Context: an optimization exercise on an open-source flow, tuned for a short achievable clock period. The choices shown serve that exercise and are no tape-out recipe.
The RTL was checked by simulation tests, not by an equivalence proof against the original design.
In every run shown here, the design's own scripts or RTL, not TritonCTS, make the clock network.
No driver is modelled on the clock port, so clock power and skew are understated where the tree is cut down; a real chip needs a root buffer or a tree.

==> flow/design.v <==
module rotator
    #(
    parameter DATA_WIDTH     = 12,
    parameter ZW             = 16,    
    parameter ZWO            = 16,    
    parameter ROTATOR_NUMBER = 2,
    parameter [16:0] ATAN    = 1,
    parameter        LAST    = 0      
    )(
    input                                   clk,
    input  wire signed [DATA_WIDTH:0]       x_i,
    input  wire signed [DATA_WIDTH:0]       y_i,
    input  wire                             d_i,    
    input  wire signed [ZW-1:0]             z_i,
    input              [1:0]                quarter_in,
    input                                   kill_in,
    output reg signed  [DATA_WIDTH:0]       x_o,
    output reg signed  [DATA_WIDTH:0]       y_o,
    output reg                              d_o,    
    output reg signed  [ZWO-1:0]            z_o,
    output reg         [1:0]                quarter_out,
    output reg                              kill_out
);
localparam W = DATA_WIDTH + 1;
localparam KE = ROTATOR_NUMBER < W - 1 ? ROTATOR_NUMBER : W - 1;
wire [W-1:0] x_o_next, y_o_next;
rot_half #(.W(W), .K(KE)) u_x (.a(x_i), .b(y_i), .sub(d_i),  .s(x_o_next));
rot_half #(.W(W), .K(KE)) u_y (.a(y_i), .b(x_i), .sub(~d_i), .s(y_o_next));
wire signed [ZW:0] z_e = z_i;
wire signed [ZW:0] a_s = ATAN;
always @(posedge clk) begin
    quarter_out <= quarter_in;
    kill_out    <= kill_in;
    x_o <= x_o_next ^ {W{LAST[0] & (quarter_in[1] ^ quarter_in[0])}};
    y_o <= y_o_next ^ {W{LAST[0] & quarter_in[1]}};
    if (d_i) begin
        z_o <= z_e - a_s;
        d_o <= z_e > a_s;
    end else begin
        z_o <= z_e + a_s;
        d_o <= z_e > -a_s;
    end
end
endmodule
module rot_half #(parameter W = 13, parameter K = 2) (
    input  [W-1:0] a,
    input  [W-1:0] b,
    input          sub,
    output [W-1:0] s
);
localparam N = W - K;               
wire         sgn = b[W-1];
wire [N-1:0] a_lo = a[N-1:0];
wire [N-1:0] b_lo = b[W-1:K] ^ {N{sub}};
wire [K-1:0] a_hi = a[W-1:N];
wire [N-1:0] lo;
wire         c;
ks_addv #(.W(N)) u_lo (.a(a_lo), .b(b_lo), .cin(sub), .s(lo), .co(c));
wire [K-1:0] hi_p1, hi_m1;
generate
    if (K == 1) begin : k1
        assign hi_p1 = ~a_hi;
        assign hi_m1 = ~a_hi;
    end else begin : kn
        wire [K-2:0] all1, all0;
        pf_and #(.W(K-1), .INV(0)) u_p1 (.a(a_hi[K-2:0]), .p(all1));
        pf_and #(.W(K-1), .INV(1)) u_m1 (.a(a_hi[K-2:0]), .p(all0));
        assign hi_p1 = a_hi ^ {all1, 1'b1};
        assign hi_m1 = a_hi ^ {all0, 1'b1};
    end
endgenerate
wire         e = ~(sub ^ sgn);
wire [K-1:0] hi_c1 = e ? hi_p1 : a_hi;
wire [K-1:0] hi_c0 = e ? a_hi  : hi_m1;
wire [K-1:0] hi;
genvar i;
generate
    for (i = 0; i < K; i = i + 1) begin : hm
        cell_mux2 u_m (.s(c), .a1(hi_c1[i]), .a0(hi_c0[i]), .y(hi[i]));
    end
endgenerate
assign s = {hi, lo};
endmodule
module cell_mux2 (input s, input a1, input a0, output y);
assign y = s ? a1 : a0;
endmodule
module ks_addv #(parameter W = 11) (
    input  [W-1:0] a,
    input  [W-1:0] b,
    input          cin,
    output [W-1:0] s,
    output         co
);
wire [W-1:0] c;      
generate
    if (W == 1) begin : w1
        assign c = (a & b) | ((a | b) & cin);
    end else begin : wn
        ks_prefixv #(.W(W), .CIN(2), .MODE(1)) u_p (.a(a), .b(b), .cin(cin), .c(c));
    end
endgenerate
assign s  = a ^ b ^ {c[W-2:0], cin};
assign co = c[W-1];
endmodule
module pf_and #(parameter W = 4, parameter INV = 0) (
    input  [W-1:0] a,
    output [W-1:0] p
);
function integer nlev;
    input integer w;
    integer k;
begin
    nlev = 0;
    for (k = 1; k < w; k = k * 2) nlev = nlev + 1;
end
endfunction
localparam L = nlev(W);
wire [W-1:0] v [0:L];
assign v[0] = a;
genvar i, l;
generate
    for (l = 1; l <= L; l = l + 1) begin : lev
        for (i = 0; i < W; i = i + 1) begin : bt
            if (i >= (1 << (l-1))) begin : comb
                if ((INV + l) % 2) ks_nand2 u_c (.a(v[l-1][i]), .b(v[l-1][i-(1<<(l-1))]), .y(v[l][i]));
                else               ks_nor2  u_c (.a(v[l-1][i]), .b(v[l-1][i-(1<<(l-1))]), .y(v[l][i]));
            end else begin : pass
                ks_inv u_c (.a(v[l-1][i]), .y(v[l][i]));
            end
        end
    end
    if ((INV + L) % 2) begin : o_inv
        assign p = ~v[L];
    end else begin : o_pos
        assign p = v[L];
    end
endgenerate
endmodule
module ks_addc #(parameter W = 13, parameter CIN = 0) (
    input  [W-1:0] a,
    input  [W-1:0] b,
    output [W-1:0] s,
    output         co
);
wire [W-1:0] c;      
generate
    if (W == 1) begin : w1
        assign c = CIN ? (a | b) : (a & b);
    end else begin : wn
        ks_prefix #(.W(W), .CIN(CIN), .MODE(1)) u_p (.a(a), .b(b), .c(c));
    end
endgenerate
assign s  = a ^ b ^ {c[W-2:0], CIN[0]};
assign co = c[W-1];
endmodule
module ks_add #(parameter W = 13, parameter CIN = 0) (
    input  [W-1:0] a,
    input  [W-1:0] b,
    output [W-1:0] s
);
wire [W-2:0] c;      
ks_prefix #(.W(W), .CIN(CIN), .MODE(0)) u_p (.a(a), .b(b), .c(c));
assign s = a ^ b ^ {c, CIN[0]};
endmodule
module ks_cmp #(parameter W = 16, parameter CIN = 0) (
    input  [W-1:0] a,
    input  [W-1:0] b,
    output         co
);
ks_prefix #(.W(W), .CIN(CIN), .MODE(2)) u_p (.a(a), .b(b), .c(co));
endmodule
module ks_prefix #(parameter W = 13, parameter CIN = 0, parameter MODE = 0) (
    input  [W-1:0] a,
    input  [W-1:0] b,
    output [(MODE == 2 ? 1 : MODE == 1 ? W : W-1)-1:0] c
);
function integer nlev;
    input integer w;
    integer k;
begin
    nlev = 0;
    for (k = 1; k < w; k = k * 2) nlev = nlev + 1;
end
endfunction
localparam L = nlev(W);
function [255:0] need;
    input integer which;
    reg [255:0] ng, nt;
    integer l, i, k;
begin
    ng = 0;
    nt = 0;
    for (i = 0; i < W; i = i + 1)
        ng[L*32+i] = (MODE == 0) ? (i <= W-2) : (MODE == 1) ? 1'b1 : (i == W-1);
    for (l = L; l >= 1; l = l - 1) begin
        k = 1 << (l-1);
        for (i = 0; i < W; i = i + 1) begin
            if (i >= k) begin
                if (ng[l*32+i]) begin
                    ng[(l-1)*32+i]   = 1'b1;
                    nt[(l-1)*32+i]   = 1'b1;
                    ng[(l-1)*32+i-k] = 1'b1;
                end
                if (nt[l*32+i]) begin
                    nt[(l-1)*32+i]   = 1'b1;
                    nt[(l-1)*32+i-k] = 1'b1;
                end
            end else if (ng[l*32+i]) begin
                ng[(l-1)*32+i] = 1'b1;
            end
        end
    end
    need = which ? nt : ng;
end
endfunction
localparam [255:0] NG = need(0);
localparam [255:0] NT = need(1);
wire [W-1:0] g [0:L];
wire [W-1:0] t [0:L];
genvar i, l;
generate
    for (i = 0; i < W; i = i + 1) begin : pg
        if (i == 0) begin : b0
            if (NG[i]) begin : g0
                if (CIN == 1)      ks_nor2  u_g (.a(a[0]), .b(b[0]), .y(g[0][0]));
                else               ks_nand2 u_g (.a(a[0]), .b(b[0]), .y(g[0][0]));
            end
        end else begin : bi
            if (NG[i]) begin : gi
                ks_nand2 u_g (.a(a[i]), .b(b[i]), .y(g[0][i]));
            end
            if (NT[i]) begin : ti
                ks_nor2 u_t (.a(a[i]), .b(b[i]), .y(t[0][i]));
            end
        end
    end
    for (l = 1; l <= L; l = l + 1) begin : lev
        for (i = 0; i < W; i = i + 1) begin : bt
            if (i >= (1 << (l-1))) begin : comb
                if (NG[l*32+i]) begin : gn
                    if (l % 2) ks_oai21 u_g (.a1(t[l-1][i]), .a2(g[l-1][i-(1<<(l-1))]), .b1(g[l-1][i]), .y(g[l][i]));
                    else       ks_aoi21 u_g (.a1(t[l-1][i]), .a2(g[l-1][i-(1<<(l-1))]), .b1(g[l-1][i]), .y(g[l][i]));
                end
                if (NT[l*32+i]) begin : tn
                    if (l % 2) ks_nor2  u_t (.a(t[l-1][i]), .b(t[l-1][i-(1<<(l-1))]), .y(t[l][i]));
                    else       ks_nand2 u_t (.a(t[l-1][i]), .b(t[l-1][i-(1<<(l-1))]), .y(t[l][i]));
                end
            end else if (NG[l*32+i]) begin : pass
                ks_inv u_g (.a(g[l-1][i]), .y(g[l][i]));
            end
        end
    end
    if (MODE == 2) begin : o2
        if (L % 2) assign c = g[L][W-1];
        else       assign c = ~g[L][W-1];
    end else begin : o01
        if (L % 2) assign c = g[L][(MODE == 1 ? W : W-1)-1:0];
        else       assign c = ~g[L][(MODE == 1 ? W : W-1)-1:0];
    end
endgenerate
endmodule
module ks_prefixv #(parameter W = 13, parameter CIN = 0, parameter MODE = 0) (
    input  [W-1:0] a,
    input  [W-1:0] b,
    input          cin,      
    output [(MODE == 2 ? 1 : MODE == 1 ? W : W-1)-1:0] c
);
function integer nlev;
    input integer w;
    integer k;
begin
    nlev = 0;
    for (k = 1; k < w; k = k * 2) nlev = nlev + 1;
end
endfunction
localparam L = nlev(W);
function [255:0] need;
    input integer which;
    reg [255:0] ng, nt;
    integer l, i, k;
begin
    ng = 0;
    nt = 0;
    for (i = 0; i < W; i = i + 1)
        ng[L*32+i] = (MODE == 0) ? (i <= W-2) : (MODE == 1) ? 1'b1 : (i == W-1);
    for (l = L; l >= 1; l = l - 1) begin
        k = 1 << (l-1);
        for (i = 0; i < W; i = i + 1) begin
            if (i >= k) begin
                if (ng[l*32+i]) begin
                    ng[(l-1)*32+i]   = 1'b1;
                    nt[(l-1)*32+i]   = 1'b1;
                    ng[(l-1)*32+i-k] = 1'b1;
                end
                if (nt[l*32+i]) begin
                    nt[(l-1)*32+i]   = 1'b1;
                    nt[(l-1)*32+i-k] = 1'b1;
                end
            end else if (ng[l*32+i]) begin
                ng[(l-1)*32+i] = 1'b1;
            end
        end
    end
    need = which ? nt : ng;
end
endfunction
localparam [255:0] NG = need(0);
localparam [255:0] NT = need(1);
wire [W-1:0] g [0:L];
wire [W-1:0] t [0:L];
genvar i, l;
generate
    for (i = 0; i < W; i = i + 1) begin : pg
        if (i == 0) begin : b0
            if (NG[i]) begin : g0
                if (CIN == 2)      ks_maj_n u_g (.a(a[0]), .b(b[0]), .c(cin), .y(g[0][0]));
                else if (CIN == 1) ks_nor2  u_g (.a(a[0]), .b(b[0]), .y(g[0][0]));
                else               ks_nand2 u_g (.a(a[0]), .b(b[0]), .y(g[0][0]));
            end
        end else begin : bi
            if (NG[i]) begin : gi
                ks_nand2 u_g (.a(a[i]), .b(b[i]), .y(g[0][i]));
            end
            if (NT[i]) begin : ti
                ks_nor2 u_t (.a(a[i]), .b(b[i]), .y(t[0][i]));
            end
        end
    end
    for (l = 1; l <= L; l = l + 1) begin : lev
        for (i = 0; i < W; i = i + 1) begin : bt
            if (i >= (1 << (l-1))) begin : comb
                if (NG[l*32+i]) begin : gn
                    if (l % 2) ks_oai21 u_g (.a1(t[l-1][i]), .a2(g[l-1][i-(1<<(l-1))]), .b1(g[l-1][i]), .y(g[l][i]));
                    else       ks_aoi21 u_g (.a1(t[l-1][i]), .a2(g[l-1][i-(1<<(l-1))]), .b1(g[l-1][i]), .y(g[l][i]));
                end
                if (NT[l*32+i]) begin : tn
                    if (l % 2) ks_nor2  u_t (.a(t[l-1][i]), .b(t[l-1][i-(1<<(l-1))]), .y(t[l][i]));
                    else       ks_nand2 u_t (.a(t[l-1][i]), .b(t[l-1][i-(1<<(l-1))]), .y(t[l][i]));
                end
            end else if (NG[l*32+i]) begin : pass
                ks_inv u_g (.a(g[l-1][i]), .y(g[l][i]));
            end
        end
    end
    if (MODE == 2) begin : o2
        if (L % 2) assign c = g[L][W-1];
        else       assign c = ~g[L][W-1];
    end else begin : o01
        if (L % 2) assign c = g[L][(MODE == 1 ? W : W-1)-1:0];
        else       assign c = ~g[L][(MODE == 1 ? W : W-1)-1:0];
    end
endgenerate
endmodule
module ks_nand2 (input a, input b, output y);
assign y = ~(a & b);
endmodule
module ks_nor2 (input a, input b, output y);
assign y = ~(a | b);
endmodule
module ks_oai21 (input a1, input a2, input b1, output y);
assign y = ~((a1 | a2) & b1);
endmodule
module ks_aoi21 (input a1, input a2, input b1, output y);
assign y = ~((a1 & a2) | b1);
endmodule
module ks_maj_n (input a, input b, input c, output y);
assign y = ~((a & b) | ((a | b) & c));
endmodule
module ks_inv (input a, output y);
assign y = ~a;
endmodule
module cordic#(
    parameter DATA_WIDTH    = 12,
    parameter ANGLE_WIDTH   = 16
    )(
    input                           clk,
    input                           rst,       
    input  signed [DATA_WIDTH:0]    a_i,       
    input  signed [DATA_WIDTH:0]    na_i,      
    input                           kill_i,    
    input         [1:0]             quarter_in,
    input         [ANGLE_WIDTH-1:0] theta_i,   
    output reg    [DATA_WIDTH:0]    sin_o,
    output reg    [DATA_WIDTH:0]    cos_o
    );
localparam N = 16;
localparam W = DATA_WIDTH + 1;
function [16:0] tanangle;
    input integer i;
begin
    case (i)
    0: tanangle = 25723;
    1: tanangle = 15204;
    2: tanangle = 8028;
    3: tanangle = 4076;
    4: tanangle = 2045;
    5: tanangle = 1022;
    6: tanangle = 511;
    7: tanangle = 256;
    8: tanangle = 128;
    9: tanangle = 65;
    10: tanangle = 32;
    11: tanangle = 16;
    12: tanangle = 8;
    13: tanangle = 4;
    14: tanangle = 2;
    default: tanangle = 1;
    endcase
end
endfunction
function integer zwidth;
    input integer k;
begin
    if (k <= 1)      zwidth = 17;
    else if (k <= 3) zwidth = 16;
    else             zwidth = 15;
end
endfunction
wire [ANGLE_WIDTH-1:0] A = theta_i;
wire d0 = |A;
wire gt_a0, gt_a01, gt_a0m1;
ks_cmp #(.W(16), .CIN(0)) u_c0 (.a(A), .b(~16'd25723), .co(gt_a0));
ks_cmp #(.W(16), .CIN(0)) u_c1 (.a(A), .b(~16'd40927), .co(gt_a01));
ks_cmp #(.W(16), .CIN(0)) u_c2 (.a(A), .b(~16'd10519), .co(gt_a0m1));
wire signed [W-1:0] a  = a_i;
wire signed [W-1:0] na = na_i;
wire signed [W-1:0] P  = a  >>> 1;
wire signed [W-1:0] M  = na >>> 1;
wire [W-1:0] x2_11, y2_11, x2_10, y2_10, x2_01, y2_01;
ks_add #(.W(W), .CIN(1)) u_x11 (.a(a),  .b(~P), .s(x2_11));   
ks_add #(.W(W), .CIN(0)) u_y11 (.a(a),  .b( P), .s(y2_11));   
assign x2_10 = y2_11;                                              
assign y2_10 = x2_11;                                              
ks_add #(.W(W), .CIN(1)) u_x01 (.a(a),  .b(~M), .s(x2_01));   
ks_add #(.W(W), .CIN(0)) u_y01 (.a(na), .b( P), .s(y2_01));   
wire [16:0] Ae = {1'b0, A};
wire [16:0] z2_11, z2_10;
ks_add #(.W(17), .CIN(1)) u_z11 (.a(Ae), .b(~17'd40927), .s(z2_11));
ks_add #(.W(17), .CIN(1)) u_z10 (.a(Ae), .b(~17'd10519), .s(z2_10));
wire [16:0] z2_0x = 17'd10519;                     
wire [W-1:0] x2_g1 = d0 ? x2_11 : x2_01;
wire [W-1:0] x2_g0 = d0 ? x2_10 : x2_01;
wire [W-1:0] y2_g1 = d0 ? y2_11 : y2_01;
wire [W-1:0] y2_g0 = d0 ? y2_10 : y2_01;
wire [15:0]  z2_g1 = d0 ? z2_11[15:0] : z2_0x[15:0];
wire [15:0]  z2_g0 = d0 ? z2_10[15:0] : z2_0x[15:0];
wire         d2_g1 = ~d0 | gt_a01;
wire         d2_g0 = ~d0 | gt_a0m1;
wire [W-1:0] x2_n, y2_n;
wire [15:0]  z2_n;
wire         d2_n;
genvar j;
generate
    for (j = 0; j < W; j = j + 1) begin : m1
        cell_mux2 u_x (.s(gt_a0), .a1(x2_g1[j]), .a0(x2_g0[j]), .y(x2_n[j]));
        cell_mux2 u_y (.s(gt_a0), .a1(y2_g1[j]), .a0(y2_g0[j]), .y(y2_n[j]));
    end
    for (j = 0; j < 16; j = j + 1) begin : m2
        cell_mux2 u_z (.s(gt_a0), .a1(z2_g1[j]), .a0(z2_g0[j]), .y(z2_n[j]));
    end
endgenerate
cell_mux2 u_d (.s(gt_a0), .a1(d2_g1), .a0(d2_g0), .y(d2_n));
reg signed [W-1:0] x2, y2;
reg signed [15:0]  z2;
reg                d2;
reg        [1:0]   q2;
reg                k2;
always @(posedge clk) begin
    q2 <= quarter_in;
    k2 <= kill_i | rst;
    x2 <= x2_n;
    y2 <= y2_n;
    z2 <= z2_n;
    d2 <= d2_n;
end
wire signed [W-1:0] xs [N:2];
wire signed [W-1:0] ys [N:2];
wire signed [17:0]  zs [N:2];
wire                ds [N:2];
wire        [1:0]   qs [N:2];
wire                ks [N:2];
assign xs[2] = x2;
assign ys[2] = y2;
assign zs[2] = z2;
assign ds[2] = d2;
assign qs[2] = q2;
assign ks[2] = k2;
genvar i;
generate
    for (i = 2; i < N-1; i = i + 1) begin : stage
        wire signed [zwidth(i+1)-1:0] z_o;
        rotator #(
            .DATA_WIDTH    (DATA_WIDTH),
            .ZW            (zwidth(i)),
            .ZWO           (zwidth(i+1)),
            .ROTATOR_NUMBER(i),
            .ATAN          (tanangle(i)),
            .LAST          (i == N-2)
        ) rotator (
            .clk        (clk),
            .x_i        (xs[i]),
            .y_i        (ys[i]),
            .d_i        (ds[i]),
            .z_i        (zs[i][zwidth(i)-1:0]),
            .quarter_in (qs[i]),
            .kill_in    (ks[i] | rst),
            .x_o        (xs[i+1]),
            .y_o        (ys[i+1]),
            .d_o        (ds[i+1]),
            .z_o        (z_o),
            .quarter_out(qs[i+1]),
            .kill_out   (ks[i+1])
        );
        assign zs[i+1] = z_o;
    end
endgenerate
wire        [1:0]   q15 = qs[N-1];
wire neg_s = q15[1];
wire neg_c = q15[1] ^ q15[0];
wire [W-1:0] x15c = xs[N-1];
wire [W-1:0] y15c = ys[N-1];
wire                d15 = ds[N-1];
wire ux = y15c[W-1] ^ neg_s;    
wire uy = x15c[W-1] ^ neg_c;    
wire signed [2:0] dx = ux ? (d15 ? 3'sd1 : -3'sd1) : 3'sd0;
wire signed [2:0] dy = uy ? (d15 ? -3'sd1 : 3'sd1) : 3'sd0;
wire signed [2:0] ey = neg_s ? 3'sd1 - dy : dy;
wire signed [2:0] ex = neg_c ? 3'sd1 - dx : dx;
wire [W-1:0] s_val, c_val;
ks_add #(.W(W), .CIN(0)) u_s (.a(y15c), .b({{(W-3){ey[2]}}, ey}), .s(s_val));
ks_add #(.W(W), .CIN(0)) u_c (.a(x15c), .b({{(W-3){ex[2]}}, ex}), .s(c_val));
always @(posedge clk) begin
    if (rst | ks[N-1]) begin
        sin_o <= 13'h1000;
        cos_o <= 13'h1000;
    end else begin
        sin_o <= s_val ^ 13'h1000;
        cos_o <= c_val ^ 13'h1000;
    end
end
endmodule
module Sine_wave
    #(
        parameter DATA_WIDTH    = 12,
        parameter ANGLE_WIDTH   = 16
    )(
    input                       clk,
    input                       reset,
    input                       ce,
    input  [DATA_WIDTH:0]       ampl,
    input  [ANGLE_WIDTH-1:0]    step,
    output [DATA_WIDTH:0]       sin_wave,
    output [DATA_WIDTH:0]       cos_wave
);
localparam angle_90 = 51315;
reg [ANGLE_WIDTH-1:0] step_r;     
reg [ANGLE_WIDTH-1:0] nstep_r;    
reg [ANGLE_WIDTH:0]   nlim_r;     
reg                   go_r;       
reg                   clr_r;      
reg [DATA_WIDTH:0]    a_r, na_r;  
reg                   k0;         
wire [DATA_WIDTH:0] neg_ampl = -ampl;
always @(posedge clk) begin
    step_r  <= step;
    nstep_r <= ~step;
    nlim_r  <= (step > angle_90) ? ~17'h10000 : ~(angle_90 - step);
    go_r    <= ce & ~reset;
    clr_r   <= ce & reset;
    a_r     <= ampl;
    na_r    <= neg_ampl;
    k0      <= reset;
end
reg [ANGLE_WIDTH-1:0] angle;
reg [1:0]             state;
wire [ANGLE_WIDTH-1:0] a_sum, a_diff;
ks_add #(.W(ANGLE_WIDTH), .CIN(0)) u_sum  (.a(angle), .b(step_r),  .s(a_sum));
ks_add #(.W(ANGLE_WIDTH), .CIN(1)) u_diff (.a(angle), .b(nstep_r), .s(a_diff));
wire [1:0] up_n, down;
genvar h, i;
generate
    for (h = 0; h < 2; h = h + 1) begin : cp
        ks_cmp #(.W(ANGLE_WIDTH+1), .CIN(1)) u_up (.a({1'b0, angle}), .b(nlim_r), .co(up_n[h]));
        ks_cmp #(.W(ANGLE_WIDTH),   .CIN(0)) u_dn (.a(angle), .b(nstep_r), .co(down[h]));
    end
endgenerate
wire       even = ~state[0];
wire [1:0] move = {go_r & (even ? ~up_n[1] : down[1]),
                   go_r & (even ? ~up_n[0] : down[0])};
wire       turn = go_r & (even ? up_n[0] : ~down[0]);
wire [ANGLE_WIDTH-1:0] moved = even ? a_sum : a_diff;
wire [ANGLE_WIDTH-1:0] held  = clr_r ? {ANGLE_WIDTH{1'b0}} : angle;
wire [ANGLE_WIDTH-1:0] angle_next;
generate
    for (i = 0; i < ANGLE_WIDTH; i = i + 1) begin : nx
        cell_mux2 u_m (.s(move[i / (ANGLE_WIDTH / 2)]), .a1(moved[i]), .a0(held[i]), .y(angle_next[i]));
    end
endgenerate
always @(posedge clk) begin
    angle <= angle_next;
    state <= clr_r ? 2'd0 : state + {1'b0, turn};
end
cordic #(
    .DATA_WIDTH    (DATA_WIDTH),
    .ANGLE_WIDTH   (ANGLE_WIDTH)
    ) cordic (
    .clk        (clk),
    .rst        (reset),
    .a_i        (a_r),
    .na_i       (na_r),
    .kill_i     (k0),
    .quarter_in (state),
    .theta_i    (angle),
    .sin_o      (sin_wave),
    .cos_o      (cos_wave)
);
endmodule
==> flow/flow/run.sh <==
#!/bin/bash
# Layout flow: the standard ORFS flow, except that the clock tree is
# built by flow/cts_custom.tcl (two buffer levels: the clock port drives
# four root buffers, each root drives a column of leaf buffers, each leaf
# drives a balanced cluster of flip-flops).  Each tool's output goes to a
# log file of its own in this folder.
set -euo pipefail
export TREE_COLS=4
export TREE_ROWS=10

# synthesis, floorplan and placement: standard
bash standard.sh place > 1_standard_to_place.log 2>&1

# clock tree: the make command of standard.sh, running our script
MAKECMD=$(grep '^make ' standard.sh | sed 's/"\${@:-finish}"//')
eval "$MAKECMD run RUN_SCRIPT=$PWD/flow/cts_custom.tcl RUN_LOG_NAME_STEM=4_1_cts" > 2_custom_cts.log 2>&1

# routing and finishing: standard (CTS results are up to date)
bash standard.sh finish > 3_standard_finish.log 2>&1
==> flow/flow/cts_custom.tcl <==
# Clock tree built by hand: the clock port drives a few root buffers, each
# root drives a column of leaf buffers, each leaf drives one balanced
# cluster of flip-flops.  Then the usual post-CTS steps of ORFS's cts.tcl.
utl::set_metrics_stage "cts__{}"
source $::env(SCRIPTS_DIR)/load.tcl
erase_non_stage_variables cts
load_design 3_place.odb 3_place.sdc
set_dont_use $::env(DONT_USE_CELLS)

set NCOL   [expr {[info exists ::env(TREE_COLS)] ? $::env(TREE_COLS) : 4}]
set NROW   [expr {[info exists ::env(TREE_ROWS)] ? $::env(TREE_ROWS) : 5}]
set LEAF   [expr {[info exists ::env(TREE_LEAF)] ? $::env(TREE_LEAF) : "sky130_fd_sc_hd__clkbuf_16"}]
set ROOT   [expr {[info exists ::env(TREE_ROOT)] ? $::env(TREE_ROOT) : "sky130_fd_sc_hd__clkbuf_16"}]

set db    [ord::get_db]
set block [ord::get_db_block]
set clk   [$block findNet clk]
set leafm [$db findMaster $LEAF]
set rootm [$db findMaster $ROOT]

# sinks: every instance pin on the clock net
set sinks {}
foreach it [$clk getITerms] {
  set inst [$it getInst]
  set b [$inst getBBox]
  lappend sinks [list $it [expr {([$b xMin] + [$b xMax]) / 2}] [expr {([$b yMin] + [$b yMax]) / 2}]]
}
set n [llength $sinks]
puts "tree: $n sinks, $NCOL columns x $NROW rows"

# balanced grid: columns by x, then rows by y inside each column
set byx [lsort -integer -index 1 $sinks]
set cols {}
for {set c 0} {$c < $NCOL} {incr c} {
  set lo [expr {$c * $n / $NCOL}]
  set hi [expr {($c + 1) * $n / $NCOL - 1}]
  lappend cols [lrange $byx $lo $hi]
}

proc centroid {pts} {
  set sx 0; set sy 0
  foreach p $pts { set sx [expr {$sx + [lindex $p 1]}]; set sy [expr {$sy + [lindex $p 2]}] }
  set k [llength $pts]
  return [list [expr {$sx / $k}] [expr {$sy / $k}]]
}

set c 0
foreach col $cols {
  set m [llength $col]
  set byy [lsort -integer -index 2 $col]
  # root of this column
  set rnet [odb::dbNet_create $block "clknet_root_$c"]
  $rnet setSigType CLOCK
  set rinst [odb::dbInst_create $block $rootm "clkbuf_root_$c"]
  set leafpos {}
  for {set r 0} {$r < $NROW} {incr r} {
    set lo [expr {$r * $m / $NROW}]
    set hi [expr {($r + 1) * $m / $NROW - 1}]
    set grp [lrange $byy $lo $hi]
    lassign [centroid $grp] lx ly
    lappend leafpos [list x $lx $ly]
    set lnet [odb::dbNet_create $block "clknet_leaf_${c}_$r"]
    $lnet setSigType CLOCK
    set linst [odb::dbInst_create $block $leafm "clkbuf_leaf_${c}_$r"]
    $linst setLocation [expr {$lx - [$leafm getWidth] / 2}] $ly
    $linst setPlacementStatus PLACED
    [$linst findITerm A] connect $rnet
    [$linst findITerm X] connect $lnet
    foreach p $grp {
      set it [lindex $p 0]
      $it disconnect
      $it connect $lnet
    }
  }
  lassign [centroid $leafpos] rx ry
  $rinst setLocation [expr {$rx - [$rootm getWidth] / 2}] $ry
  $rinst setPlacementStatus PLACED
  [$rinst findITerm A] connect $clk
  [$rinst findITerm X] connect $rnet
  incr c
}

set_propagated_clock [all_clocks]
estimate_parasitics -placement
report_clock_latency

set_placement_padding -global \
  -left $::env(CELL_PAD_IN_SITES_DETAIL_PLACEMENT) \
  -right $::env(CELL_PAD_IN_SITES_DETAIL_PLACEMENT)
detailed_placement
estimate_parasitics -placement
report_clock_latency

if { !$::env(SKIP_CTS_REPAIR_TIMING) } {
  repair_timing_helper
  detailed_placement
  check_placement -verbose
}

report_clock_latency
report_metrics 4 "cts final"
orfs_write_db $::env(RESULTS_DIR)/4_1_cts.odb
orfs_write_sdc $::env(RESULTS_DIR)/4_cts.sdc
==> flow/standard.sh <==
#!/bin/bash
# synth_recipe.tcl (not shown) runs the flow's synth.tcl, then flattens the netlist and writes it again
# the make line also repeats each setting of config.mk as NAME=value (left out here)
make -C /OpenROAD-flow-scripts/flow DESIGN_CONFIG=/design/flow/config.mk WORK_HOME=/design/flow/orfs CLKGATE_MAP_FILE= SYNTH_SCRIPT=/design/flow/synth_recipe.tcl "${@:-finish}"
==> flow/config.mk <==
export PLATFORM = sky130hd
export DESIGN_NAME = Sine_wave
export DESIGN_NICKNAME = Sine_wave
export VERILOG_FILES = /design/flow/design.v
export SDC_FILE = /design/flow/constraint.sdc
export NUM_CORES = 4
export LEC_CHECK = 0
export ABC_CLOCK_PERIOD_IN_PS = 1500
export CAP_MARGIN = 20
export CORE_MARGIN = 2
export CORE_UTILIZATION = 40
export SETUP_SLACK_MARGIN = 2.3
export SLEW_MARGIN = 20
export SYNTH_HIERARCHICAL = 1
export SYNTH_MINIMUM_KEEP_SIZE = 0
==> flow/constraint.sdc <==
create_clock -name core_clock -period 3.8 [get_ports {clk}]
set_input_delay 0.7600 -clock core_clock [delete_from_list [all_inputs] [get_ports {clk}]]
set_output_delay 0.7600 -clock core_clock [all_outputs]
set_load 0.01 [all_outputs]
==> flow_summary.toml, run 1 <==
[finish]
final.fill_count = 12779
final_net_count = 8242
syn_to_final_growth_pct = 33.37
finalNonFillerCells = 10055
layout-drive-gt1-share_pct = 38.64
finalInstanceArea_sq_um = 77290
antenna_cells = 0

[worst_setup_path]
crit_path_max_fanout = 8
worstPathArrival_ps = 2490
worstReg2RegEnd = "angle[14]$_DFF_P_"
reg2regPathDepth = 11
worst_setup_path_end_kind = "flop"
crit_slowest_cell = "sky130_fd_sc_hd__dfxtp_4"
crit_path_cell_trace = "buf_12, buf_16, nand2_8, o21ai_2, a21oi_2, o21ai_2, a21oi_2, inv_1, xor3_1, mux2_4, mux2_4"
crit_start = "angle[3]$_DFF_P_"
critical_path.n_buffers_inverters = 3
critPathRequiredTime_ps = 4110
cp_num_cells = 11
setup.worst_path.class = "flop to flop"
critical-path-top-delay-family = "compound AO/OA/AOI/OAI gates"
cp-start-kind = "flop"
crit-reg2reg-launch = "angle[3]$_DFF_P_"
worstSetupEndpoint = "angle[14]$_DFF_P_"
critPathMaxStageDelay_ps = 380
reg2reg_setup_slack_ps = 1620

[placement]
place.detailed.instances = 9376
numPortBuffers = 57
detailedPlacementHpwl_mm = 103.0
postPlaceCellArea_sq_um = 64280
placer_congestion_estimate = 0.8697

[logic_synthesis]
postSynthAreaPerCell_sq_um = 7.918
yosys_warnings = 61
netlist_instances = 7319
post_syn_area_sq_um = 57950

[sta]
final-hold-violation-count = 0
max-slew-margin-rel_pct = 40.09
final-setup-viol-count = 0
clock_skew_ps = 30.46
transition_time_at_the_pin_with_the_least_slew_margin_ps = 897.4
maxClockFrequency_mhz = 458.1
final.min_clock_period_ps = 2183
rsz_0062_raised_after_global_routing = "true"
final.hold.worst_slack_ps = 320.0
final_max_slew_viol_count = 0
min_period_over_period_pct = 57.44
final.setup.tns_ps = 0

[floorplan]
initial_core_util_pct = 40.34
fp-row-count = 139
die_outline_area_sq_um = 147900
top_level_ports = 58
die-height_um = 384.6
die_w_um = 384.6
placeableCoreArea_sq_um = 143700

[drt]
route.detailed.drc = 0
routedWlPerCell_um = 15.29
detail_route.vias_per_cell = 4.782
detail_route.wirelength_mm = 153.7
drt_iter0_markers = 2230
detail_route.first_pass.iterations = 16
num_vias = 48086
postRouteAntennaNets = 0

[global_route]
groute.usage.overall_pct = 19.65
grt_antenna_before_repair = 0
grt_max_degree = 87
grt_pass1_vias = 46361
grt_first_pass_wirelength_mm = 239.3
grt-ovfl-total = 0

[cts]
clk-insertion-delay-late_ps = 420
cts_hold_buffers = 0
clk_pin_slew_ps = 80

[worst_hold_path]
worst_hold_path_type = "flop to flop"

[status]
outcome = "complete, no violations"

[run]
maxCapViolCount = 0
-- how the worst min path moves through the flow --
stage,startpoint,endpoint,slack [ps],cells after the start
2_1_floorplan,cordic.stage[9].rotator.quarter_out[0]$_DFF_P_,cordic.stage[10].rotator.quarter_out[0]$_DFF_P_,310,0
3_3_place_gp,cordic.stage[12].rotator.quarter_out[1]$_DFF_P_,cordic.stage[13].rotator.quarter_out[1]$_DFF_P_,310,0
3_5_place_dp,cordic.stage[12].rotator.quarter_out[0]$_DFF_P_,cordic.stage[13].rotator.quarter_out[0]$_DFF_P_,310,0
4_1_cts,cordic.stage[6].rotator.quarter_out[1]$_DFF_P_,cordic.stage[7].rotator.quarter_out[1]$_DFF_P_,330,0
5_1_grt,cordic.stage[12].rotator.quarter_out[1]$_DFF_P_,cordic.stage[13].rotator.quarter_out[1]$_DFF_P_,340,0
6_report,cordic.stage[6].rotator.quarter_out[1]$_DFF_P_,cordic.stage[7].rotator.quarter_out[1]$_DFF_P_,320,0
-- per-stage QoR --
step | utilization (%) | setup slack (ps)
after floorplan | - | 1273
after global placement | 44.74 | 1086
final | 53.80 | 1617
after global routing | 53.80 | 1524
after detailed placement | 44.75 | 1059
-- flip-flops by register name, summed over array words and instances (netlist names), 13 cells and up --
signal                            count
cordic.stage.rotator.z_o            181
na_r                                 13
cordic.z2                            16
cordic.y2                            13
cordic.stage.rotator.y_o            169
angle                                16
cordic.stage.rotator.x_o            169
cordic.stage.rotator.kill_out        13
cordic.stage.rotator.d_o             13
step_r                               16
cordic.cos_o                         13
nstep_r                              16
cordic.x2                            13
cordic.stage.rotator.quarter_out     26
cordic.sin_o                         13
nlim_r                               17
-- cell usage in the layout, fill, tap and decap left out, types with 19 or more instances in the layout --
cell type / count
sky130_fd_sc_hd__nand2_1: 1128
sky130_fd_sc_hd__inv_1: 1066
sky130_fd_sc_hd__nor2_1: 705
sky130_fd_sc_hd__dfxtp_1: 541
sky130_fd_sc_hd__xnor2_1: 409
sky130_fd_sc_hd__buf_4: 376
sky130_fd_sc_hd__a21oi_2: 292
sky130_fd_sc_hd__mux2_4: 276
sky130_fd_sc_hd__xor3_1: 248
sky130_fd_sc_hd__nor2_4: 245
sky130_fd_sc_hd__o21ai_1: 230
sky130_fd_sc_hd__o21ai_2: 208
sky130_fd_sc_hd__conb_1: 187
sky130_fd_sc_hd__nor2_2: 184
sky130_fd_sc_hd__nand2_2: 179
sky130_fd_sc_hd__inv_2: 172
sky130_fd_sc_hd__buf_6: 142
sky130_fd_sc_hd__dfxtp_2: 126
sky130_fd_sc_hd__buf_12: 95
sky130_fd_sc_hd__xor2_4: 90
sky130_fd_sc_hd__xor2_1: 85
sky130_fd_sc_hd__dfxtp_4: 71
sky130_fd_sc_hd__o21ai_4: 63
sky130_fd_sc_hd__xnor2_2: 63
sky130_fd_sc_hd__mux2_2: 53
sky130_fd_sc_hd__clkbuf_16: 50
sky130_fd_sc_hd__nand3_1: 37
sky130_fd_sc_hd__and2_1: 37
sky130_fd_sc_hd__ha_1: 30
sky130_fd_sc_hd__inv_4: 29
sky130_fd_sc_hd__xnor2_4: 28
sky130_fd_sc_hd__nand4_1: 27
sky130_fd_sc_hd__xor2_2: 27
sky130_fd_sc_hd__a21o_1: 25
sky130_fd_sc_hd__nor3_1: 25
sky130_fd_sc_hd__nor2b_1: 24
sky130_fd_sc_hd__a21oi_4: 24
sky130_fd_sc_hd__nand2_4: 19
sky130_fd_sc_hd__or2_2: 19
-- timing repair --
| action | in CTS | in global routing |
|---|---|---|
| buffers inserted | 460 | 144 |
| resized for setup | 1018 | 685 |
| setup endpoints to repair | 548 | 550 |
| gates cloned | 23 | 8 |
| pin swaps | 293 | 297 |
-- area by class of cell --
class / instances / area [sq um] / share of cell area [%]
plain buffers: 44 / 1101 / 1.425
inverters: 1304 / 5286 / 6.840
multi-input cells: 5363 / 45680 / 59.10
flip-flops and latches: 738 / 15200 / 19.66
well taps: 1903 / 2381 / 3.081
repair buffers: 694 / 7516 / 9.724
repair inverters: 9 / 131.4 / 0.1700
-- routing by layer --
metal | global-route usage (%) | part of all wire, %
met5 | 0 | 0
met2 | 37.56 | 52
met4 | 4.753 | 3.1
met1 | 24.03 | 42
met3 | 0.7030 | 2.6
==> run 2, diff against run 1 <==
--- a/flow/design.v
+++ b/flow/design.v
@@ -11,12 +11,18 @@
     input  wire signed [DATA_WIDTH:0]       x_i,
     input  wire signed [DATA_WIDTH:0]       y_i,
     input  wire                             d_i,    
+    input  wire                             dn_i,   
+    input  wire                             d2_i,   
+    input  wire                             dn2_i,  
     input  wire signed [ZW-1:0]             z_i,
     input              [1:0]                quarter_in,
     input                                   kill_in,
     output reg signed  [DATA_WIDTH:0]       x_o,
     output reg signed  [DATA_WIDTH:0]       y_o,
     output reg                              d_o,    
+    output reg                              dn_o,   
+    output wire                             d2_o,   
+    output wire                             dn2_o,  
     output reg signed  [ZWO-1:0]            z_o,
     output reg         [1:0]                quarter_out,
     output reg                              kill_out
@@ -24,8 +30,11 @@
 localparam W = DATA_WIDTH + 1;
 localparam KE = ROTATOR_NUMBER < W - 1 ? ROTATOR_NUMBER : W - 1;
 wire [W-1:0] x_o_next, y_o_next;
-rot_half #(.W(W), .K(KE)) u_x (.a(x_i), .b(y_i), .sub(d_i),  .s(x_o_next));
-rot_half #(.W(W), .K(KE)) u_y (.a(y_i), .b(x_i), .sub(~d_i), .s(y_o_next));
+rot_half #(.W(W), .K(KE)) u_x (.a(x_i), .b(y_i), .sub(d_i),  .sub2(d2_i),  .s(x_o_next));
+rot_half #(.W(W), .K(KE)) u_y (.a(y_i), .b(x_i), .sub(dn_i), .sub2(dn2_i), .s(y_o_next));
+wire d_next = d_i ? (z_e > a_s) : (z_e > -a_s);
+dreg u_d2  (.clk(clk), .d( d_next), .q(d2_o));
+dreg u_dn2 (.clk(clk), .d(~d_next), .q(dn2_o));
 wire signed [ZW:0] z_e = z_i;
 wire signed [ZW:0] a_s = ATAN;
 always @(posedge clk) begin
@@ -36,9 +45,11 @@
     if (d_i) begin
         z_o <= z_e - a_s;
         d_o <= z_e > a_s;
+        dn_o <= ~(z_e > a_s);
     end else begin
         z_o <= z_e + a_s;
         d_o <= z_e > -a_s;
+        dn_o <= ~(z_e > -a_s);
     end
 end
 endmodule
@@ -46,16 +57,18 @@
     input  [W-1:0] a,
     input  [W-1:0] b,
     input          sub,
+    input          sub2,    
     output [W-1:0] s
 );
 localparam N = W - K;               
 wire         sgn = b[W-1];
 wire [N-1:0] a_lo = a[N-1:0];
-wire [N-1:0] b_lo = b[W-1:K] ^ {N{sub}};
+localparam NH = N / 2;
+wire [N-1:0] b_lo = b[W-1:K] ^ {{(N-NH){sub2}}, {NH{sub}}};
 wire [K-1:0] a_hi = a[W-1:N];
 wire [N-1:0] lo;
 wire         c;
-ks_addv #(.W(N)) u_lo (.a(a_lo), .b(b_lo), .cin(sub), .s(lo), .co(c));
+ks_addv #(.W(N)) u_lo (.a(a_lo), .b(b_lo), .cin(sub2), .s(lo), .co(c));
 wire [K-1:0] hi_p1, hi_m1;
 generate
     if (K == 1) begin : k1
@@ -69,7 +82,7 @@
         assign hi_m1 = a_hi ^ {all0, 1'b1};
     end
 endgenerate
-wire         e = ~(sub ^ sgn);
+wire         e = ~(sub2 ^ sgn);
 wire [K-1:0] hi_c1 = e ? hi_p1 : a_hi;
 wire [K-1:0] hi_c0 = e ? a_hi  : hi_m1;
 wire [K-1:0] hi;
@@ -81,6 +94,43 @@
 endgenerate
 assign s = {hi, lo};
 endmodule
+module add_small #(parameter W = 13) (
+    input  [W-1:0] a,
+    input  [2:0]   e,
+    input          kill,
+    output [W-1:0] s
+);
+localparam K = W - 2;
+wire [K-1:0] a_hi = a[W-1:2];
+wire [1:0]   lo = a[1:0] + e[1:0];
+wire         gn0, gn1, tn1;
+wire [1:0]   c;
+ks_nand2 u_g0 (.a(a[0]), .b(e[0]), .y(gn0));
+ks_nand2 u_g1 (.a(a[1]), .b(e[1]), .y(gn1));
+ks_nor2  u_t1 (.a(a[1]), .b(e[1]), .y(tn1));
+ks_oai21 u_c0 (.a1(tn1), .a2(gn0), .b1(gn1), .y(c[0]));
+ks_oai21 u_c1 (.a1(tn1), .a2(gn0), .b1(gn1), .y(c[1]));
+wire [K-2:0] all1, all0;
+pf_and #(.W(K-1), .INV(0)) u_p1 (.a(a_hi[K-2:0]), .p(all1));
+pf_and #(.W(K-1), .INV(1)) u_m1 (.a(a_hi[K-2:0]), .p(all0));
+wire [K-1:0] hi_p1 = a_hi ^ {all1, 1'b1};
+wire [K-1:0] hi_m1 = a_hi ^ {all0, 1'b1};
+wire [K-1:0] mid   = {1'b1, {(K-1){1'b0}}};
+wire [K-1:0] flip  = {1'b1, {(K-1){1'b0}}};
+wire [K-1:0] hi_c1 = kill ? mid : (e[2] ? a_hi  : hi_p1) ^ flip;
+wire [K-1:0] hi_c0 = kill ? mid : (e[2] ? hi_m1 : a_hi) ^ flip;
+wire [K-1:0] hi;
+genvar i;
+generate
+    for (i = 0; i < K; i = i + 1) begin : hm
+        cell_mux2 u_m (.s(c[i * 2 / K]), .a1(hi_c1[i]), .a0(hi_c0[i]), .y(hi[i]));
+    end
+endgenerate
+assign s = {hi, kill ? 2'b00 : lo};
+endmodule
+module dreg (input clk, input d, output reg q);
+always @(posedge clk) q <= d;
+endmodule
 module cell_mux2 (input s, input a1, input a0, output y);
 assign y = s ? a1 : a0;
 endmodule
@@ -99,9 +149,23 @@
         ks_prefixv #(.W(W), .CIN(2), .MODE(1)) u_p (.a(a), .b(b), .cin(cin), .c(c));
     end
 endgenerate
-assign s  = a ^ b ^ {c[W-2:0], cin};
+generate
+    if (W == 1) begin : s1
+        assign s = a ^ b ^ cin;
+    end else begin : sn
+        ks_sumv #(.W(W)) u_s (.a(a), .b(b), .c(c[W-2:0]), .cin(cin), .s(s));
+    end
+endgenerate
 assign co = c[W-1];
 endmodule
+module ks_cmpv #(parameter W = 16) (
+    input  [W-1:0] a,
+    input  [W-1:0] b,
+    input          cin,
+    output         co
+);
+ks_prefixv #(.W(W), .CIN(2), .MODE(2)) u_p (.a(a), .b(b), .cin(cin), .c(co));
+endmodule
 module pf_and #(parameter W = 4, parameter INV = 0) (
     input  [W-1:0] a,
     output [W-1:0] p
@@ -150,7 +214,7 @@
         ks_prefix #(.W(W), .CIN(CIN), .MODE(1)) u_p (.a(a), .b(b), .c(c));
     end
 endgenerate
-assign s  = a ^ b ^ {c[W-2:0], CIN[0]};
+ks_sum #(.W(W), .CIN(CIN)) u_s (.a(a), .b(b), .c(c[W-2:0]), .s(s));
 assign co = c[W-1];
 endmodule
 module ks_add #(parameter W = 13, parameter CIN = 0) (
@@ -160,7 +224,7 @@
 );
 wire [W-2:0] c;      
 ks_prefix #(.W(W), .CIN(CIN), .MODE(0)) u_p (.a(a), .b(b), .c(c));
-assign s = a ^ b ^ {c, CIN[0]};
+ks_sum #(.W(W), .CIN(CIN)) u_s (.a(a), .b(b), .c(c), .s(s));
 endmodule
 module ks_cmp #(parameter W = 16, parameter CIN = 0) (
     input  [W-1:0] a,
@@ -351,6 +415,46 @@
     end
 endgenerate
 endmodule
+module ks_sum #(parameter W = 13, parameter CIN = 0) (
+    input  [W-1:0] a,
+    input  [W-1:0] b,
+    input  [W-2:0] c,       
+    output [W-1:0] s
+);
+wire [W-1:0] p;
+genvar i;
+generate
+    for (i = 0; i < W; i = i + 1) begin : bt
+        ks_xor2 u_p (.a(a[i]), .b(b[i]), .y(p[i]));
+        if (i > 0) begin : hi
+            ks_xor2 u_s (.a(p[i]), .b(c[i-1]), .y(s[i]));
+        end
+    end
+endgenerate
+assign s[0] = CIN ? ~p[0] : p[0];
+endmodule
+module ks_sumv #(parameter W = 13) (
+    input  [W-1:0] a,
+    input  [W-1:0] b,
+    input  [W-2:0] c,       
+    input          cin,
+    output [W-1:0] s
+);
+wire [W-1:0] p;
+genvar i;
+generate
+    for (i = 0; i < W; i = i + 1) begin : bt
+        ks_xor2 u_p (.a(a[i]), .b(b[i]), .y(p[i]));
+        if (i > 0) begin : hi
+            ks_xor2 u_s (.a(p[i]), .b(c[i-1]), .y(s[i]));
+        end
+    end
+endgenerate
+assign s[0] = p[0] ^ cin;
+endmodule
+module ks_xor2 (input a, input b, output y);
+assign y = a ^ b;
+endmodule
 module ks_nand2 (input a, input b, output y);
 assign y = ~(a & b);
 endmodule
@@ -375,11 +479,13 @@
     )(
     input                           clk,
     input                           rst,       
-    input  signed [DATA_WIDTH:0]    a_i,       
-    input  signed [DATA_WIDTH:0]    na_i,      
+    input         [DATA_WIDTH:0]    am_i,      
+    input         [DATA_WIDTH:0]    ap_i,      
+    input         [DATA_WIDTH:0]    x01_i,     
+    input         [DATA_WIDTH:0]    y01_i,     
     input                           kill_i,    
     input         [1:0]             quarter_in,
-    input         [ANGLE_WIDTH-1:0] theta_i,   
+    input         [ANGLE_WIDTH-1:0] theta_next,  
     output reg    [DATA_WIDTH:0]    sin_o,
     output reg    [DATA_WIDTH:0]    cos_o
     );
@@ -416,23 +522,22 @@
     else             zwidth = 15;
 end
 endfunction
-wire [ANGLE_WIDTH-1:0] A = theta_i;
+reg [ANGLE_WIDTH-1:0] A;
+always @(posedge clk) A <= theta_next;
 wire d0 = |A;
-wire gt_a0, gt_a01, gt_a0m1;
-ks_cmp #(.W(16), .CIN(0)) u_c0 (.a(A), .b(~16'd25723), .co(gt_a0));
+wire [2:0] gt_a0;
+wire gt_a01, gt_a0m1;
+genvar j;
+generate
+    for (j = 0; j < 3; j = j + 1) begin : c0
+        ks_cmp #(.W(16), .CIN(0)) u_c0 (.a(A), .b(~16'd25723), .co(gt_a0[j]));
+    end
+endgenerate
 ks_cmp #(.W(16), .CIN(0)) u_c1 (.a(A), .b(~16'd40927), .co(gt_a01));
 ks_cmp #(.W(16), .CIN(0)) u_c2 (.a(A), .b(~16'd10519), .co(gt_a0m1));
-wire signed [W-1:0] a  = a_i;
-wire signed [W-1:0] na = na_i;
-wire signed [W-1:0] P  = a  >>> 1;
-wire signed [W-1:0] M  = na >>> 1;
-wire [W-1:0] x2_11, y2_11, x2_10, y2_10, x2_01, y2_01;
-ks_add #(.W(W), .CIN(1)) u_x11 (.a(a),  .b(~P), .s(x2_11));   
-ks_add #(.W(W), .CIN(0)) u_y11 (.a(a),  .b( P), .s(y2_11));   
-assign x2_10 = y2_11;                                              
-assign y2_10 = x2_11;                                              
-ks_add #(.W(W), .CIN(1)) u_x01 (.a(a),  .b(~M), .s(x2_01));   
-ks_add #(.W(W), .CIN(0)) u_y01 (.a(na), .b( P), .s(y2_01));   
+wire [W-1:0] x2_11 = am_i,  y2_11 = ap_i;
+wire [W-1:0] x2_10 = ap_i,  y2_10 = am_i;
+wire [W-1:0] x2_01 = x01_i, y2_01 = y01_i;
 wire [16:0] Ae = {1'b0, A};
 wire [16:0] z2_11, z2_10;
 ks_add #(.W(17), .CIN(1)) u_z11 (.a(Ae), .b(~17'd40927), .s(z2_11));
@@ -449,20 +554,19 @@
 wire [W-1:0] x2_n, y2_n;
 wire [15:0]  z2_n;
 wire         d2_n;
-genvar j;
 generate
     for (j = 0; j < W; j = j + 1) begin : m1
-        cell_mux2 u_x (.s(gt_a0), .a1(x2_g1[j]), .a0(x2_g0[j]), .y(x2_n[j]));
-        cell_mux2 u_y (.s(gt_a0), .a1(y2_g1[j]), .a0(y2_g0[j]), .y(y2_n[j]));
+        cell_mux2 u_x (.s(gt_a0[0]), .a1(x2_g1[j]), .a0(x2_g0[j]), .y(x2_n[j]));
+        cell_mux2 u_y (.s(gt_a0[1]), .a1(y2_g1[j]), .a0(y2_g0[j]), .y(y2_n[j]));
     end
     for (j = 0; j < 16; j = j + 1) begin : m2
-        cell_mux2 u_z (.s(gt_a0), .a1(z2_g1[j]), .a0(z2_g0[j]), .y(z2_n[j]));
+        cell_mux2 u_z (.s(gt_a0[2]), .a1(z2_g1[j]), .a0(z2_g0[j]), .y(z2_n[j]));
     end
 endgenerate
-cell_mux2 u_d (.s(gt_a0), .a1(d2_g1), .a0(d2_g0), .y(d2_n));
+cell_mux2 u_d (.s(gt_a0[2]), .a1(d2_g1), .a0(d2_g0), .y(d2_n));
 reg signed [W-1:0] x2, y2;
 reg signed [15:0]  z2;
-reg                d2;
+reg                d2, d2n;
 reg        [1:0]   q2;
 reg                k2;
 always @(posedge clk) begin
@@ -472,17 +576,27 @@
     y2 <= y2_n;
     z2 <= z2_n;
     d2 <= d2_n;
+    d2n <= ~d2_n;
 end
+wire d2b, d2nb;
+dreg u_d2b  (.clk(clk), .d( d2_n), .q(d2b));
+dreg u_d2nb (.clk(clk), .d(~d2_n), .q(d2nb));
 wire signed [W-1:0] xs [N:2];
 wire signed [W-1:0] ys [N:2];
 wire signed [17:0]  zs [N:2];
 wire                ds [N:2];
+wire                dns[N:2];
+wire                d2s[N:2];
+wire                dn2s[N:2];
 wire        [1:0]   qs [N:2];
 wire                ks [N:2];
 assign xs[2] = x2;
 assign ys[2] = y2;
 assign zs[2] = z2;
 assign ds[2] = d2;
+assign dns[2] = d2n;
+assign d2s[2] = d2b;
+assign dn2s[2] = d2nb;
 assign qs[2] = q2;
 assign ks[2] = k2;
 genvar i;
@@ -501,12 +615,18 @@
             .x_i        (xs[i]),
             .y_i        (ys[i]),
             .d_i        (ds[i]),
+            .dn_i       (dns[i]),
+            .d2_i       (d2s[i]),
+            .dn2_i      (dn2s[i]),
             .z_i        (zs[i][zwidth(i)-1:0]),
             .quarter_in (qs[i]),
             .kill_in    (ks[i] | rst),
             .x_o        (xs[i+1]),
             .y_o        (ys[i+1]),
             .d_o        (ds[i+1]),
+            .dn_o       (dns[i+1]),
+            .d2_o       (d2s[i+1]),
+            .dn2_o      (dn2s[i+1]),
             .z_o        (z_o),
             .quarter_out(qs[i+1]),
             .kill_out   (ks[i+1])
@@ -526,17 +646,13 @@
 wire signed [2:0] dy = uy ? (d15 ? -3'sd1 : 3'sd1) : 3'sd0;
 wire signed [2:0] ey = neg_s ? 3'sd1 - dy : dy;
 wire signed [2:0] ex = neg_c ? 3'sd1 - dx : dx;
+wire kill = rst | ks[N-1];
 wire [W-1:0] s_val, c_val;
-ks_add #(.W(W), .CIN(0)) u_s (.a(y15c), .b({{(W-3){ey[2]}}, ey}), .s(s_val));
-ks_add #(.W(W), .CIN(0)) u_c (.a(x15c), .b({{(W-3){ex[2]}}, ex}), .s(c_val));
+add_small #(.W(W)) u_s (.a(y15c), .e(ey), .kill(kill), .s(s_val));
+add_small #(.W(W)) u_c (.a(x15c), .e(ex), .kill(kill), .s(c_val));
 always @(posedge clk) begin
-    if (rst | ks[N-1]) begin
-        sin_o <= 13'h1000;
-        cos_o <= 13'h1000;
-    end else begin
-        sin_o <= s_val ^ 13'h1000;
-        cos_o <= c_val ^ 13'h1000;
-    end
+    sin_o <= s_val;
+    cos_o <= c_val;
 end
 endmodule
 module Sine_wave
@@ -556,19 +672,41 @@
 reg [ANGLE_WIDTH-1:0] step_r;     
 reg [ANGLE_WIDTH-1:0] nstep_r;    
 reg [ANGLE_WIDTH:0]   nlim_r;     
-reg                   go_r;       
+reg                   fdn_r;      
 reg                   clr_r;      
-reg [DATA_WIDTH:0]    a_r, na_r;  
+reg [DATA_WIDTH:0]    am_r, ap_r, x01_r, y01_r;
 reg                   k0;         
-wire [DATA_WIDTH:0] neg_ampl = -ampl;
+localparam W = DATA_WIDTH + 1;
+wire [W-1:0] P = {ampl[W-1], ampl[W-1:1]};
+wire [W-1:0] am, ap, apo, pma;
+ks_add  #(.W(W), .CIN(1)) u_am  (.a(ampl), .b(~P),   .s(am));           
+ks_add  #(.W(W), .CIN(0)) u_ap  (.a(ampl), .b(P),    .s(ap));           
+ks_addv #(.W(W))          u_apo (.a(ampl), .b(P), .cin(ampl[0]), .s(apo), .co());  
+ks_add  #(.W(W), .CIN(1)) u_pma (.a(P),    .b(~ampl), .s(pma));         
+wire [W-1:0] x01 = (ampl == {1'b1, {(W-1){1'b0}}}) ? {2'b11, {(W-2){1'b0}}} : apo;
+wire [ANGLE_WIDTH:0] nlim = (step > angle_90) ? ~17'h10000 : ~(angle_90 - step);
 always @(posedge clk) begin
-    step_r  <= step;
-    nstep_r <= ~step;
-    nlim_r  <= (step > angle_90) ? ~17'h10000 : ~(angle_90 - step);
-    go_r    <= ce & ~reset;
+    if (!ce) begin
+        step_r  <= {ANGLE_WIDTH{1'b0}};
+        nstep_r <= {ANGLE_WIDTH{1'b1}};
+        nlim_r  <= ~17'h10000;
+        fdn_r   <= 1'b1;
+    end else if (reset) begin
+        step_r  <= {ANGLE_WIDTH{1'b0}};
+        nstep_r <= {ANGLE_WIDTH{1'b0}};
+        nlim_r  <= 17'h1ffff;
+        fdn_r   <= 1'b0;
+    end else begin
+        step_r  <= step;
+        nstep_r <= ~step;
+        nlim_r  <= nlim;
+        fdn_r   <= 1'b0;
+    end
     clr_r   <= ce & reset;
-    a_r     <= ampl;
-    na_r    <= neg_ampl;
+    am_r    <= am;
+    ap_r    <= ap;
+    x01_r   <= x01;
+    y01_r   <= pma;
     k0      <= reset;
 end
 reg [ANGLE_WIDTH-1:0] angle;
@@ -576,29 +714,27 @@
 wire [ANGLE_WIDTH-1:0] a_sum, a_diff;
 ks_add #(.W(ANGLE_WIDTH), .CIN(0)) u_sum  (.a(angle), .b(step_r),  .s(a_sum));
 ks_add #(.W(ANGLE_WIDTH), .CIN(1)) u_diff (.a(angle), .b(nstep_r), .s(a_diff));
-wire [1:0] up_n, down;
+wire [3:0] up_n, down;
 genvar h, i;
 generate
-    for (h = 0; h < 2; h = h + 1) begin : cp
-        ks_cmp #(.W(ANGLE_WIDTH+1), .CIN(1)) u_up (.a({1'b0, angle}), .b(nlim_r), .co(up_n[h]));
-        ks_cmp #(.W(ANGLE_WIDTH),   .CIN(0)) u_dn (.a(angle), .b(nstep_r), .co(down[h]));
+    for (h = 0; h < 4; h = h + 1) begin : cp
+        ks_cmp  #(.W(ANGLE_WIDTH+1), .CIN(1)) u_up (.a({1'b0, angle}), .b(nlim_r), .co(up_n[h]));
+        ks_cmpv #(.W(ANGLE_WIDTH))            u_dn (.a(angle), .b(nstep_r), .cin(fdn_r), .co(down[h]));
     end
 endgenerate
 wire       even = ~state[0];
-wire [1:0] move = {go_r & (even ? ~up_n[1] : down[1]),
-                   go_r & (even ? ~up_n[0] : down[0])};
-wire       turn = go_r & (even ? up_n[0] : ~down[0]);
+wire [3:0] move = even ? ~up_n : down;
 wire [ANGLE_WIDTH-1:0] moved = even ? a_sum : a_diff;
 wire [ANGLE_WIDTH-1:0] held  = clr_r ? {ANGLE_WIDTH{1'b0}} : angle;
 wire [ANGLE_WIDTH-1:0] angle_next;
 generate
     for (i = 0; i < ANGLE_WIDTH; i = i + 1) begin : nx
-        cell_mux2 u_m (.s(move[i / (ANGLE_WIDTH / 2)]), .a1(moved[i]), .a0(held[i]), .y(angle_next[i]));
+        cell_mux2 u_m (.s(move[i / (ANGLE_WIDTH / 4)]), .a1(moved[i]), .a0(held[i]), .y(angle_next[i]));
     end
 endgenerate
 always @(posedge clk) begin
     angle <= angle_next;
-    state <= clr_r ? 2'd0 : state + {1'b0, turn};
+    state <= clr_r ? 2'd0 : state + {1'b0, ~move[0]};
 end
 cordic #(
     .DATA_WIDTH    (DATA_WIDTH),
@@ -606,11 +742,13 @@
     ) cordic (
     .clk        (clk),
     .rst        (reset),
-    .a_i        (a_r),
-    .na_i       (na_r),
+    .am_i       (am_r),
+    .ap_i       (ap_r),
+    .x01_i      (x01_r),
+    .y01_i      (y01_r),
     .kill_i     (k0),
     .quarter_in (state),
-    .theta_i    (angle),
+    .theta_next (angle_next),
     .sin_o      (sin_wave),
     .cos_o      (cos_wave)
 );
==> flow_summary.toml, run 2 <==
[worst_setup_path]
critPathMaxStageDelay_ps = 420
crit_path_max_fanout = 8
reg2regPathDepth = 8
critical_path.n_buffers_inverters = 0
crit_path_cell_trace = "nor2_1, o21ai_1, a21oi_2, o21ai_2, a21oi_2, o21ai_4, o21ai_4, mux2_4"
critPathRequiredTime_ps = 4100
worst_setup_path_end_kind = "flop"
cp-start-kind = "flop"
crit_start = "nlim_r[2]$_SDFF_PP1_"
critical-path-top-delay-family = "compound AO/OA/AOI/OAI gates"
crit-reg2reg-launch = "nlim_r[2]$_SDFF_PP1_"
setup.worst_path.class = "flop to flop"
crit_slowest_cell = "sky130_fd_sc_hd__dfxtp_1"
worstReg2RegEnd = "angle[0]$_DFF_P_"
worstPathArrival_ps = 2400
reg2reg_setup_slack_ps = 1700

[cts]
clk_pin_slew_ps = 90
clk-insertion-delay-late_ps = 420
cts_hold_buffers = 0

[finish]
largest_register_ff_count = 181
antenna_cells = 0
finalNonFillerCells = 11073
final_net_count = 9147
layout.cells.most_common_list = "sky130_fd_sc_hd__nand2_1, sky130_fd_sc_hd__inv_1, sky130_fd_sc_hd__nor2_1"
layout.cells.most_common = "sky130_fd_sc_hd__nand2_1"
largestRegisters = "cordic.stage.rotator.z_o: 181 flops, cordic.stage.rotator.x_o: 169 flops, cordic.stage.rotator.y_o: 169 flops"
layout-drive-gt1-share_pct = 35.20
syn_to_final_growth_pct = 32.94
registers.top_by_ff_count = "cordic.stage.rotator.z_o"
final.fill_count = 13483

[global_route]
global_route.usage.met3_pct = 0.6901
global_route.peak_usage_layer = "met2"
grt_antenna_before_repair = 2
grt-ovfl-total = 0
grt_pass1_vias = 48948
grt_max_degree = 49
groute.layer.met2.usage_pct = 34.98
grt_use_met1_pct = 24.81
grt_first_pass_wirelength_mm = 245.9
groute.usage.overall_pct = 19.19

[sta]
maxClockFrequency_mhz = 477.2
rsz_0062_raised_after_global_routing = "true"
final-hold-violation-count = 0
max-slew-margin-rel_pct = 44.78
post-route-worst-setup-slack_ps = 1704
final.setup.tns_ps = 0
final-setup-viol-count = 0
min_period_over_period_pct = 55.15
clock_skew_ps = 19.21
final_max_slew_viol_count = 0
transition_time_at_the_pin_with_the_least_slew_margin_ps = 827.1
final.min_clock_period_ps = 2096

[logic_synthesis]
netlist_instances = 8139
yosys_warnings = 63
postSynthAreaPerCell_sq_um = 7.368
post_syn_area_sq_um = 59970

[drt]
routedWlPerCell_um = 14.24
detail_route.vias_per_cell = 4.674
postRouteAntennaNets = 0
route.detailed.drc = 0
detail_route.first_pass.iterations = 8
drt_iter0_markers = 2518
detail_route.wirelength_mm = 157.6
num_vias = 51757

[floorplan]
fp-row-count = 142
die_w_um = 391.2
die_outline_area_sq_um = 153000
initial_core_util_pct = 40.13
placeableCoreArea_sq_um = 149400
die-height_um = 391.2
top_level_ports = 58

[worst_hold_path]
min_to = "cordic.stage[13].rotator.quarter_out[1]$_DFF_P_"
worst_hold_path.num_cells = 0
hold_crit_start = "cordic.stage[12].rotator.quarter_out[1]$_DFF_P_"
worst_hold_path_type = "flop to flop"

[placement]
place.detailed.instances = 10375
numPortBuffers = 57
place_ws_ps = 677.8
placer_congestion_estimate = 0.8711
detailedPlacementHpwl_mm = 107.8

[run]
maxCapViolCount = 0

[status]
outcome = "complete, no violations"
[run 2: worst max path at each step]
stage / endpoint / slack [ps] / depth (start not counted)
floorplan: x01_r[10]$_SDFF_PN0_ / 1820 / 5
global placement: x01_r[9]$_SDFF_PN0_ / 720 / 5
detailed placement: x01_r[7]$_SDFF_PN0_ / 680 / 5
CTS: angle[0]$_DFF_P_ / 1770 / 9
global route: angle[0]$_DFF_P_ / 1640 / 8
finish: angle[0]$_DFF_P_ / 1700 / 8
[run 2: final cells by class]
| class | instances | area [sq um] | area share (%) |
|---|---|---|---|
| buffer | 44 | 1101 | 1.381 |
| inverter | 1320 | 5136 | 6.443 |
| multi-input combinational | 6138 | 46110 | 57.84 |
| sequential | 817 | 17180 | 21.55 |
| tap | 2016 | 2522 | 3.164 |
| timing repair buffer | 736 | 7660 | 9.608 |
| timing repair inverter | 2 | 15.01 | 0.01883 |
[run 2: what timing repair did]
item	in CTS	in global routing
hold endpoints to repair	0	0
resized for setup	1210	712
pin swaps	364	338
cloned	22	4
buffers inserted	455	173
endpoints found under the setup margin	647	609
[run 2: metal layers]
metal / routed length (um) / up-vias
met5: 0 / -
met2: 79040 / 802
met3: 4018 / 246
met1: 70280 / 23957
li1: - / 26752
met4: 4305 / 0
[run 2: worst register-to-register path, delay by kind of cell (launching register included)]
family,cells,cell delay [ps]
AOI/OAI and AO/OA,6,1000
DFF,1,420
muxes,1,350
and+or+nand+nor,1,200
[run 2: stage by stage]
stage / util (%) / instance area (sq um) / hold slack (ps)
after floorplan: - / 64060 / 309.6
after global placement: 44.43 / 66390 / 310.9
after detailed placement: 44.43 / 66390 / 312.1
after global routing: 53.35 / 79720 / 335.9
final: 53.35 / 79720 / 327.8

## re-timing with driven ports
The results above use ideal ports. As a check the final layouts listed here were re-extracted and re-timed, cells and wires unchanged.
Step 1 sets driving cells, clkbuf_16 on the clock port and buf_2 on the other inputs (assumed; they add their load-dependent delay and slew).
Step 2 also shifts input and output timing later by t, the mid clock arrival at the registers, as if the neighbouring blocks saw the same clock.
Slacks: ideal ports / drivers / drivers and shift; pairs: ideal ports / drivers.
run | t, ns | setup WS [ns] | worst hold slack (ns) | clock arrival spread, ns
run 1 | 0.530 | 1.617 / 1.617 / 1.617 | 0.320 / 0.320 / 0.320 | 0.035 / 0.035
run 2 | 0.534 | 1.704 / 1.704 / 1.538 | 0.328 / 0.328 / 0.328 | 0.023 / 0.023
After both steps setup and hold are still met in every run listed. The setup slack of run 2, which loses most, moves by 0.000 ns with the drivers and by -0.166 ns with both steps.
